From an optimization exercise on the open Yosys and OpenROAD flow, aimed at small area, a short achievable clock period and few clock cycles per item; shortcuts taken in it are not production practice. In this exercise RTL edits were held to simulation tests only and were not proved equivalent to the original. Power and IR drop assume default switching activity.

## v38
==> flow/design.v (excerpt) <==
module gactx_tile (
    input         clk,
    input         rst,
    input         start,
    input  [155:0] in_param,
    input         reverse_ref_in,
    input         reverse_query_in,
    input         complement_ref_in,
    input         complement_query_in,
    input  [3:0]  ref_length,
    input  [3:0]  query_length,
    output [3:0]  ref_bram_rd_addr,
    input  [7:0]  ref_bram_data_in,
    output [3:0]  query_bram_rd_addr,
    input  [7:0]  query_bram_data_in,
    input  [11:0] y_in,
    input         start_last,
    output [11:0] max_score,
    output [3:0]  H_offset,
    input  [3:0]  max_H_offset,
    output [3:0]  V_offset,
    input  [3:0]  max_V_offset,
    output [3:0]  ref_max_score_pos,
    output [3:0]  query_max_score_pos,
    output [7:0]  num_tb_steps,
    output [1:0]  dir,
    output        dir_valid,
    output        done
);
clock: 10.0 ns
lec_check: 0
cap_margin: 20
core_margin: 2
core_utilization: 55
cts_cluster_diameter: 110
cts_cluster_size: 20
slew_margin: 20
standard.sh (not shown) runs the stock make flow with config.mk's settings and CLKGATE_MAP_FILE= SYNTH_SCRIPT=/design/flow/synth_recipe.tcl, a recipe that flattens the netlist after the stock synthesis.
==> flow/flow/run.sh <==
#!/bin/bash
set -euo pipefail
bash standard.sh SETUP_SLACK_MARGIN=5.8 finish > flow_make.log 2>&1
Testbench counts of v38, summed over its fixed seeds: cycles 13,033, tiles 192.
### v38 -> v59
- clearing CTS_CLUSTER_SIZE, which used to be 20
- clearing CTS_CLUSTER_DIAMETER, which used to be 110
Findings:
v59 vs. v38: fraction of met3 tracks used by global routing closely matched the old numbers; via count grew by 671; routed wire length on met2 +960 um.
Here is what was changed in the inputs of v36 compared with v59.
- CTS_CLUSTER_DIAMETER now 110, previously not set
- CAP_MARGIN now 30, was 20
- CTS_CLUSTER_SIZE now 20, previously not set
==> flow/flow/run.sh <==
#!/bin/bash
set -euo pipefail
bash standard.sh SETUP_SLACK_MARGIN=5.5 finish > flow_make.log 2>&1
Results
v36 ended with every stage complete and zero timing, DRC or antenna violations.
v59 has completed all stages; timing, DRC and antenna checks passed.
Placed instance count across v36 and v59: no real change.
Going from v59 to v36, relative contribution of the clock network to total power shrank by 7.4 points, pin count of the biggest net entering global routing grew by 13%, overall power of the completed layout shrank by 12%, setup slack shrank by 190 ps, worst hold slack grew by 59 ps.
Compared with v59, v36 improves cell area.
Delta (v36 minus v59): number of buffers other than clock buffers in the final layout shrank by 18%; amount of wire on met3 after detailed routing decreased 770 um; first-pass GRT wire length went down by 7500 um; via count went down by about 1.7%.
What v14 does differently from v36 at the input level:
- an added TNS_END_PERCENT of 5
- a change of CAP_MARGIN from 30 to 20
==> flow/flow/run.sh <==
#!/bin/bash
set -euo pipefail
bash standard.sh SETUP_SLACK_MARGIN=6.5 finish > flow_make.log 2>&1
Findings:
The power dissipated in the clock network on v36 is in line with that on v14.
Via count delta (v36 -> v14): insignificant
v14 ended up with a higher post-route standard cell area excluding fillers than v36 did.
Cmp v14 and v36 / logic depth of the worst register-to-register path / higher: v14
[compare] base=v36 new=v14: register-to-register slack picked up an extra 80 ps; sequential share of cell area lost 0.31 points; clock buffer count picked up an extra 9; total design power neither gained nor lost much; sum of met3 wire segment lengths after detailed routing lost about 1.3%.

* * *

Setup of before:
Starting RTL as in the previous note.
clock: 10.0 ns
lec_check: 0
cap_margin: 20
core_margin: 2
core_utilization: 60
cts_cluster_diameter: 110
cts_cluster_size: 20
slew_margin: 20
==> flow/flow/run.sh <==
#!/bin/bash
set -euo pipefail
bash standard.sh SETUP_SLACK_MARGIN=5.8 finish > flow_make.log 2>&1
Testbench counts of before, summed over its fixed seeds: cycles 13,033, tiles 192.
Here is what was changed in the inputs of after compared with before.
- a change of CORE_UTILIZATION from 60 to 55
- an added TNS_END_PERCENT of 3
==> flow/flow/run.sh <==
#!/bin/bash
set -euo pipefail
bash standard.sh SETUP_SLACK_MARGIN=6.8 finish > flow_make.log 2>&1
### Flow results
after was carried through to the last stage, and its layout satisfied the timing, DRC and antenna checks.
after vs before: clock-buffer cell count up by a few percent
after vs. before: first-pass iteration count of the detailed router went down by 3.
after and before ended up with nearly the same final design instance area without fill.
Compared with before, after shows routed wire length that has gone up by a few percent.
Relative to before, transition at the pin with the smallest max-transition slack has gone up in after.
Peak ir drop on the vdd network (after / before): 0.74
Fmax: after above before
after: sequential group share of total power 0.3 points above before
When the final numbers for after and before were put side by side, the area share of buffers outside the clock network turned out to be greater in before.
From after to before, number of cells on the critical path did not move at all.

* * *

gactx_tile again, from the RTL that the note above started with.
export LEC_CHECK = 0
export CAP_MARGIN = 20
export CORE_MARGIN = 2
export CORE_UTILIZATION = 55
export CTS_CLUSTER_SIZE = 30
export SLEW_MARGIN = 20
create_clock -name core_clock -period 10.0 [get_ports {clk}]
==> flow/flow/run.sh <==
#!/bin/bash
set -euo pipefail
bash standard.sh SETUP_SLACK_MARGIN=5.8 finish > flow_make.log 2>&1
Testbench counts at the start, summed over its fixed seeds: cycles 13,033, tiles 192.
Then changed:
==> flow/flow/run.sh (replaced) <==
#!/bin/bash
set -euo pipefail
bash standard.sh SETUP_SLACK_MARGIN=6.2 finish > flow_make.log 2>&1
CTS_CLUSTER_DIAMETER = 110   (was not set)
CTS_CLUSTER_SIZE = 20   (was 30)
TNS_END_PERCENT = 5   (was not set)
After rerunning: Final cell count went down by a few percent. Setup slack is better by 8.7 ps. Via count went down slightly. Clock-buffer cell count went down by 93. Worst hold slack is better by 47 ps. Synthesized area is unchanged. Synthesized cell count is unchanged. Power went down by roughly a tenth. Non-clock buffer count went down by 210. Wire length went down slightly. Clock power went down by a quarter to a third.

[re-timing with driven ports]
No port has a modelled driver above. Below, the same layouts with a new extraction and two added sets of constraints.
Step 1, drivers: a clkbuf_16 drives clk and a buf_2 each remaining input, both assumed.
Step 2 adds t to the input delays and takes it off the output delays; t is the mean of the earliest and latest rising clock arrival at the registers after step 1. Input paths then give back, and output paths get back, about the clock's delay inside the block.
Three values: ideal, step 1, step 2; two values: the first two.
run | t (ns) | setup WS [ns] | clock arrival spread, ns
v38 | 0.943 | 5.296 / 5.296 / 4.930 | 0.107 / 0.107
v59 | 0.985 | 5.272 / 5.272 / 4.874 | 0.129 / 0.128
v36 | 0.938 | 5.084 / 5.084 / 4.529 | 0.084 / 0.084
v14 | 0.930 | 5.168 / 5.168 / 5.015 | 0.074 / 0.074
before | 0.936 | 4.982 / 4.982 / 4.877 | 0.108 / 0.108
after | 0.941 | 5.301 / 5.301 / 5.008 | 0.069 / 0.069
the first run of note 3 | 0.985 | 5.272 / 5.272 / 4.874 | 0.129 / 0.128
the second run of note 3 | 0.922 | 5.280 / 5.280 / 4.400 | 0.067 / 0.067
After both steps setup and hold are still met in every run listed. For the second run of note 3, which loses most, drivers alone change the setup slack by 0.000 ns; drivers and shift together by -0.880 ns.
